From an optimization exercise on the open Yosys and OpenROAD flow, aimed at small area, a short achievable clock period and few clock cycles per item; shortcuts taken in it are not production practice. At most, simulation tests tie the RTL to the original design; equivalence was not proved. Power and IR drop assume default switching activity.

before:
==> flow/design.v (excerpt) <==
module booth_multiplier(
    input         clk,
    input         reset_n,
    input         op_start,
    input         op_clear,
    input  [31:0] multiplier,
    input  [31:0] multiplicand,
    output        op_done,
    output [63:0] result
);
Size in the first run: about 1200 cells after synthesis, ~160 flip-flops, ~130 I/O pins, about 13000 sq um of cells after synthesis.
Settings: LEC_CHECK=0, CAP_MARGIN=20, CORE_MARGIN=2, CORE_UTILIZATION=40, PLACE_DENSITY=0.6, SETUP_SLACK_MARGIN=1.8, SLEW_MARGIN=20, SYNTH_HIERARCHICAL=1, SYNTH_MINIMUM_KEEP_SIZE=0; clock period 5.0 ns.
standard.sh (not shown) runs the stock make flow with config.mk's settings and CLKGATE_MAP_FILE= SYNTH_SCRIPT=/design/flow/synth_recipe.tcl, a recipe that flattens the netlist after the stock synthesis.
==> flow/flow/run.sh <==
#!/bin/bash
# Standard layout, except: plain buf_1 cells as the port buffers, and a
# clock tree of clkbuf_4 cells without dummy loads.
export BUFFER_PORTS_ARGS="-buffer_cell sky130_fd_sc_hd__buf_1"
export CTS_ARGS="-sink_clustering_enable -repair_clock_nets -dont_use_dummy_load -root_buf sky130_fd_sc_hd__clkbuf_16 -buf_list \"sky130_fd_sc_hd__clkbuf_4 sky130_fd_sc_hd__clkbuf_8\""
bash standard.sh > standard.log 2>&1
Relative to before, the following input files were edited for after:
-- flow/design.v --
<<< before, line 21
  reg         cy_q;          
  reg  [3:0]  one_q, two_q, ng_q;   
  function [11:0] enc;
    input [7:0] b;
>>> after, line 21
  reg         cy_q;          
  reg  [3:0]  one_q, two_q, ng_q;   
  reg  [3:0]  one_n, two_n, ng_n;   
  function [11:0] enc;
    input [7:0] b;
<<< before, line 38
  wire [31:0] c_g = c_q & {32{~first}};
  wire [11:0] enc_next = busy ? enc(lo_q[15:8], lo_q[7]) : enc(multiplier[7:0], 1'b0);
  wire [32:0] mg0 = ({33{one_q[0]}} & {m_q[31], m_q}) | ({33{two_q[0]}} & {m_q, 1'b0});
  wire [32:0] pp0 = mg0 ^ {33{ng_q[0]}};
  wire [32:0] e0 = {~pp0[32], pp0[31:0]};
  wire [32:0] mg1 = ({33{one_q[1]}} & {m_q[31], m_q}) | ({33{two_q[1]}} & {m_q, 1'b0});
  wire [32:0] pp1 = mg1 ^ {33{ng_q[1]}};
  wire [32:0] e1 = {~pp1[32], pp1[31:0]};
  wire [32:0] mg2 = ({33{one_q[2]}} & {m_q[31], m_q}) | ({33{two_q[2]}} & {m_q, 1'b0});
  wire [32:0] pp2 = mg2 ^ {33{ng_q[2]}};
  wire [32:0] e2 = {~pp2[32], pp2[31:0]};
  wire [32:0] mg3 = ({33{one_q[3]}} & {m_q[31], m_q}) | ({33{two_q[3]}} & {m_q, 1'b0});
  wire [32:0] pp3 = mg3 ^ {33{ng_q[3]}};
  wire [32:0] e3 = {~pp3[32], pp3[31:0]};
  wire fs1;
>>> after, line 39
  wire [31:0] c_g = c_q & {32{~first}};
  wire [11:0] enc_next = busy ? enc(lo_q[15:8], lo_q[7]) : enc(multiplier[7:0], 1'b0);
  wire [32:0] mg0 = {({17{~one_n[0]}} & {m_q[31], m_q[31:16]}) | ({17{~two_n[0]}} & m_q[31:15]),
                      ({16{one_q[0]}} & m_q[15:0]) | ({16{two_q[0]}} & {m_q[14:0], 1'b0})};
  wire [32:0] pp0 = mg0 ^ {{17{~ng_n[0]}}, {16{ng_q[0]}}};
  wire [32:0] e0 = {~pp0[32], pp0[31:0]};
  wire [32:0] mg1 = {({17{~one_n[1]}} & {m_q[31], m_q[31:16]}) | ({17{~two_n[1]}} & m_q[31:15]),
                      ({16{one_q[1]}} & m_q[15:0]) | ({16{two_q[1]}} & {m_q[14:0], 1'b0})};
  wire [32:0] pp1 = mg1 ^ {{17{~ng_n[1]}}, {16{ng_q[1]}}};
  wire [32:0] e1 = {~pp1[32], pp1[31:0]};
  wire [32:0] mg2 = {({17{~one_n[2]}} & {m_q[31], m_q[31:16]}) | ({17{~two_n[2]}} & m_q[31:15]),
                      ({16{one_q[2]}} & m_q[15:0]) | ({16{two_q[2]}} & {m_q[14:0], 1'b0})};
  wire [32:0] pp2 = mg2 ^ {{17{~ng_n[2]}}, {16{ng_q[2]}}};
  wire [32:0] e2 = {~pp2[32], pp2[31:0]};
  wire [32:0] mg3 = {({17{~one_n[3]}} & {m_q[31], m_q[31:16]}) | ({17{~two_n[3]}} & m_q[31:15]),
                      ({16{one_q[3]}} & m_q[15:0]) | ({16{two_q[3]}} & {m_q[14:0], 1'b0})};
  wire [32:0] pp3 = mg3 ^ {{17{~ng_n[3]}}, {16{ng_q[3]}}};
  wire [32:0] e3 = {~pp3[32], pp3[31:0]};
  wire fs1;
<<< before, line 579
    cy_q <= busy & ad_cy;
    {ng_q, two_q, one_q} <= enc_next;
  end
endmodule
>>> after, line 584
    cy_q <= busy & ad_cy;
    {ng_q, two_q, one_q} <= enc_next;
    {ng_n, two_n, one_n} <= ~enc_next;
  end
endmodule
--- outcome ---
Compared with before, in after part of the total power dissipated in combinational logic went down; wire length lower; peak fanout along the critical path -5. Re worst hold margin: before was lower than after. Latest clock arrival within the worst-skew pair across before and after: no real change. Re layout overhead on the synthesized area: before and after aren't equal, and the lower value belongs to after.
Function was not checked in any run of this note: the RTL went through the layout flow alone.


Another version of the RTL of booth_multiplier (not shown whole).
For scale: about 1100 cells after synthesis, roughly 130 I/O pins.
Settings: LEC_CHECK=0, CAP_MARGIN=20, CORE_MARGIN=2, CORE_UTILIZATION=40, PLACE_DENSITY=0.6, SETUP_SLACK_MARGIN=1.5, SLEW_MARGIN=20, SYNTH_HIERARCHICAL=1, SYNTH_MINIMUM_KEEP_SIZE=0; clock period 5.0 ns.
Scripts as last shown in full above: flow/flow/run.sh
Testbench counts at the start, summed over its fixed seeds: cycles 11,192, items 1,600.
==> next run, changes <==
--- a/flow/design.v
+++ b/flow/design.v
@@ -555,25 +555,29 @@
   end
   always @(posedge clk) begin
     cnt <= busy ? cnt + 3'd1 : 3'd0;
     if (!busy)
       m_q <= multiplicand;
     if (idle)
       lo_q <= multiplier;
     else if (busy)
       lo_q <= {ad_sum[7:0], lo_q[31:8]};
-    if (idle)
+    if (idle) begin
       s_q  <= 0;
-    else if (busy)
+      c_q  <= 0;
+      rs_q <= 0;
+      rc_q <= 0;
+    end else if (busy) begin
       s_q  <= fin ? ad_sum[39:8] : sn[39:8];
-    c_q  <= busy ? cn[39:8] : 32'd0;
-    rs_q <= busy ? sn[7:0] : 8'd0;
-    rc_q <= busy ? cn[7:0] : 8'd0;
+      c_q  <= cn[39:8];
+      rs_q <= sn[7:0];
+      rc_q <= cn[7:0];
+    end
     cy_q <= busy & ad_cy;
     {ng_q, two_q, one_q} <= enc_next;
   end
 endmodule
 module mul_fa(input a, input b, input ci, output s, output co);
   assign s  = a ^ b ^ ci;
   assign co = (a & b) | (ci & (a ^ b));
 endmodule
 module mul_ha(input a, input b, output s, output c);
=> Count of clock-buffer cells in the layout stays the same; die area goes up slightly; clock power rose by a few percent; cell area rose slightly; via count climbs by a few percent.
The RTL of the second run of this note was laid out without a check of its function.


Another version of the RTL of booth_multiplier (not shown whole).
Size in the first run: about 1300 cells after synthesis, about 130 I/O pins.
==> flow/config.mk <==
export PLATFORM = sky130hd
export DESIGN_NAME = booth_multiplier
export DESIGN_NICKNAME = booth_multiplier
export VERILOG_FILES = /design/flow/design.v
export SDC_FILE = /design/flow/constraint.sdc
export NUM_CORES = 4
export LEC_CHECK = 0
export CAP_MARGIN = 20
export CORE_MARGIN = 2
export CORE_UTILIZATION = 40
export PLACE_DENSITY = 0.6
export SLEW_MARGIN = 20
export SYNTH_HIERARCHICAL = 1
export SYNTH_MINIMUM_KEEP_SIZE = 0
==> flow/constraint.sdc <==
create_clock -name core_clock -period 5.0 [get_ports {clk}]
set_input_delay 1.0000 -clock core_clock [delete_from_list [all_inputs] [get_ports {clk}]]
set_output_delay 1.0000 -clock core_clock [all_outputs]
set_load 0.01 [all_outputs]
Scripts as last shown in full above: flow/flow/run.sh
Testbench counts at the start, summed over its fixed seeds: cycles 9,592, items 1,600.
==> next run, changes <==
--- a/flow/design.v
+++ b/flow/design.v
@@ -1,24 +1,25 @@
 module booth_multiplier(
     input         clk,
     input         reset_n,
     input         op_start,
     input         op_clear,
     input  [31:0] multiplier,
     input  [31:0] multiplicand,
     output        op_done,
     output [63:0] result
 );
   reg       busy, done;
   reg       act;                         
+  reg       esel, msel_a, msel_b, gsel;
   reg [1:0] cnt;
   wire      idle = !act;
   wire      fin  = (cnt == 2'd0);             
   wire      last = busy && (cnt == 2'd3);   
   reg  [31:0] m_q;           
   reg  [31:0] lo_q;          
   reg  [31:0] s_q, c_q;      
   reg  [7:0]  rs_q, rc_q;    
   reg         cy_q;          
   reg  [3:0]  one_q, two_q, ng_q;   
   function [11:0] enc;
     input [7:0] b;
@@ -27,30 +28,30 @@
     reg [8:0] x;
     begin
       x = {b, bm};
       for (i = 0; i < 4; i = i + 1) begin
         enc[i]         = x[2*i+1] ^ x[2*i];
         enc[4+i]     = (x[2*i+2] & ~x[2*i+1] & ~x[2*i]) | (~x[2*i+2] & x[2*i+1] & x[2*i]);
         enc[8+i]   = x[2*i+2];
       end
     end
   endfunction
   wire [11:0] enc_next = busy ? enc(lo_q[15:8], lo_q[7]) : enc(multiplier[15:8], multiplier[7]);
   wire [11:0] enc_in   = enc(multiplier[7:0], 1'b0);
-  wire [3:0]  one_c = busy ? one_q : enc_in[3:0];
-  wire [3:0]  two_c = busy ? two_q : enc_in[7:4];
-  wire [3:0]  ng_c  = busy ? ng_q  : enc_in[11:8];
-  wire [31:0]     m_c   = act  ? m_q   : multiplicand;
-  wire [31:0] s_g = s_q & {32{busy}};
-  wire [31:0] c_g = c_q & {32{busy}};
+  wire [3:0]  one_c = esel ? one_q : enc_in[3:0];
+  wire [3:0]  two_c = esel ? two_q : enc_in[7:4];
+  wire [3:0]  ng_c  = esel ? ng_q  : enc_in[11:8];
+  wire [31:0]     m_c   = {msel_b ? m_q[31:16] : multiplicand[31:16], msel_a ? m_q[15:0] : multiplicand[15:0]};
+  wire [31:0] s_g = s_q & {32{gsel}};
+  wire [31:0] c_g = c_q & {32{gsel}};
   wire [32:0] mg0 = ({33{one_c[0]}} & {m_c[31], m_c}) | ({33{two_c[0]}} & {m_c, 1'b0});
   wire [32:0] pp0 = mg0 ^ {33{ng_c[0]}};
   wire [32:0] e0 = {~pp0[32], pp0[31:0]};
   wire [32:0] mg1 = ({33{one_c[1]}} & {m_c[31], m_c}) | ({33{two_c[1]}} & {m_c, 1'b0});
   wire [32:0] pp1 = mg1 ^ {33{ng_c[1]}};
   wire [32:0] e1 = {~pp1[32], pp1[31:0]};
   wire [32:0] mg2 = ({33{one_c[2]}} & {m_c[31], m_c}) | ({33{two_c[2]}} & {m_c, 1'b0});
   wire [32:0] pp2 = mg2 ^ {33{ng_c[2]}};
   wire [32:0] e2 = {~pp2[32], pp2[31:0]};
   wire [32:0] mg3 = ({33{one_c[3]}} & {m_c[31], m_c}) | ({33{two_c[3]}} & {m_c, 1'b0});
   wire [32:0] pp3 = mg3 ^ {33{ng_c[3]}};
   wire [32:0] e3 = {~pp3[32], pp3[31:0]};
@@ -543,43 +544,55 @@
   wire [39:0] sn = {last, e3[32], hc322, fc318, hc314, fc308, fc302, fc294, fc284, fc274, fc264, fc254, fc244, fc234, fc224, fc214, fc204, fc194, fc184, fc174, fc164, fc154, fc144, fc134, fc124, fc114, fc104, fc94, fc84, fc74, fc64, fc54, hc44, fc34, fc26, fc18, fs15, fs9, e0[1], e0[0]};
   wire [39:0] cn = {1'b0, fc324, fs323, hs321, fs317, hs313, fs307, fs301, fs293, fs283, fs273, fs263, fs253, fs243, fs233, fs223, fs213, fs203, fs193, fs183, fs173, fs163, fs153, fs143, fs133, fs123, fs113, fs103, fs93, fs83, fs73, fs63, fs53, hs43, fs33, fs25, fs17, hs11, hs5, fs1};
   wire [8:0] lw_sum;
   mul_add8 u_lw (.a(rs_q), .b(rc_q), .ci(cy_q), .s(lw_sum));
   wire [31:0] hp, hg, hpp;
   mul_pg32 u_hf (.a(s_q[31:0]), .b(c_q[31:0]), .p(hp), .g(hg), .pp(hpp));
   wire [31:0] hc = hg | (hpp & {32{lw_sum[8]}});
   wire [31:0] hi = hp ^ {hc[30:0], lw_sum[8]};
   assign op_done = done;
   assign result  = {s_q[31:0], lo_q};
   always @(posedge clk or negedge reset_n) begin
     if (!reset_n) begin
+      esel   <= 1'b0;
+      msel_a <= 1'b0;
+      msel_b <= 1'b0;
+      gsel   <= 1'b0;
+    end else begin
+      esel   <= !op_clear && (busy || (!act && op_start));
+      msel_a <= !op_clear && (msel_a || done || op_start);
+      msel_b <= !op_clear && (busy ? !fin : (!done && op_start));
+      gsel   <= !op_clear && (busy || done || (!act && op_start));
+    end
+  end
+  always @(posedge clk or negedge reset_n) begin
+    if (!reset_n) begin
       busy <= 1'b0;
       done <= 1'b0;
       act  <= 1'b0;
     end else if (op_clear) begin
       busy <= 1'b0;
       done <= 1'b0;
       act  <= 1'b0;
     end else if (idle) begin
       busy <= op_start;
       act  <= op_start;
     end else if (busy && fin) begin
       busy <= 1'b0;
       done <= 1'b1;
     end
   end
   always @(posedge clk) begin
     cnt <= busy ? cnt + 2'd1 : 2'd1;
-    if (idle)
-      m_q <= multiplicand;
+    m_q <= m_c;                            
     if (idle)
       lo_q <= {lw_sum[7:0], multiplier[31:8]};
     else if (busy)
       lo_q <= {lw_sum[7:0], lo_q[31:8]};
     if (!done)
       s_q <= (busy && fin) ? hi : sn[39:8];
     c_q  <= cn[39:8];
     rs_q <= sn[7:0];
     rc_q <= cn[7:0];
     cy_q <= busy & lw_sum[8];
     {ng_q, two_q, one_q} <= enc_next;
   end
=>
- via count went up by 2.2%
- maximum frequency went down by 0.33%
- setup slack got worse by 0.013 ns
- critical path depth went up by 2
- clock skew stays flat
- sequential share of layout area went up by 0.18 points
- routed wire length went up by 1.4%
- sequential cell count went up by 4
- register-to-register slack improved by 0.15 ns
- first-iteration DRC count went up by about 0.7%
- power went up by about 3.8%
For the second run of this note, only the layout was checked, not whether the RTL still works.

## re-timing with driven ports
How much do the figures lean on ideal ports? The routed layouts below were timed once more, with nothing changed but the port constraints.
Step 1 (the two cells are an assumption about what drives the block):
set clk [get_ports {clk}]
set_driving_cell -lib_cell sky130_fd_sc_hd__clkbuf_16 $clk
set_driving_cell -lib_cell sky130_fd_sc_hd__buf_2 [delete_from_list [all_inputs] $clk]
Step 2, shift: input delay + t, output delay - t, t = (earliest + latest rising clock arrival at the registers) / 2. This alone moves slack from input paths to output paths.
a / b / c = ideal ports / drivers / drivers and shift; a / b = the first two.
run | shift t [ns] | setup slack, ns | worst setup path at the end | slew at the worst register clock pin (ns) | cell pins on the clock port's net
before | 0.441 | 1.864 / 1.864 / 1.864 | register to register | 0.11 / 0.11 | 1
after | 0.436 | 1.929 / 1.929 / 1.929 | register to register | 0.09 / 0.09 | 1
the first run of note 2 | 0.434 | 1.678 / 1.678 / 1.678 | register to register | 0.11 / 0.11 | 1
the second run of note 2 | 0.444 | 1.705 / 1.705 / 1.705 | register to register | 0.10 / 0.10 | 1
the first run of note 3 | 0.433 | 0.938 / 0.938 / 0.536 | input to register | 0.09 / 0.09 | 1
the second run of note 3 | 0.447 | 0.925 / 0.955 / 0.508 | input to register | 0.11 / 0.11 | 1
After both steps every run listed still meets setup and hold. For the second run of note 3, which loses most, drivers alone change the setup slack by +0.030 ns; drivers and shift together by -0.417 ns.
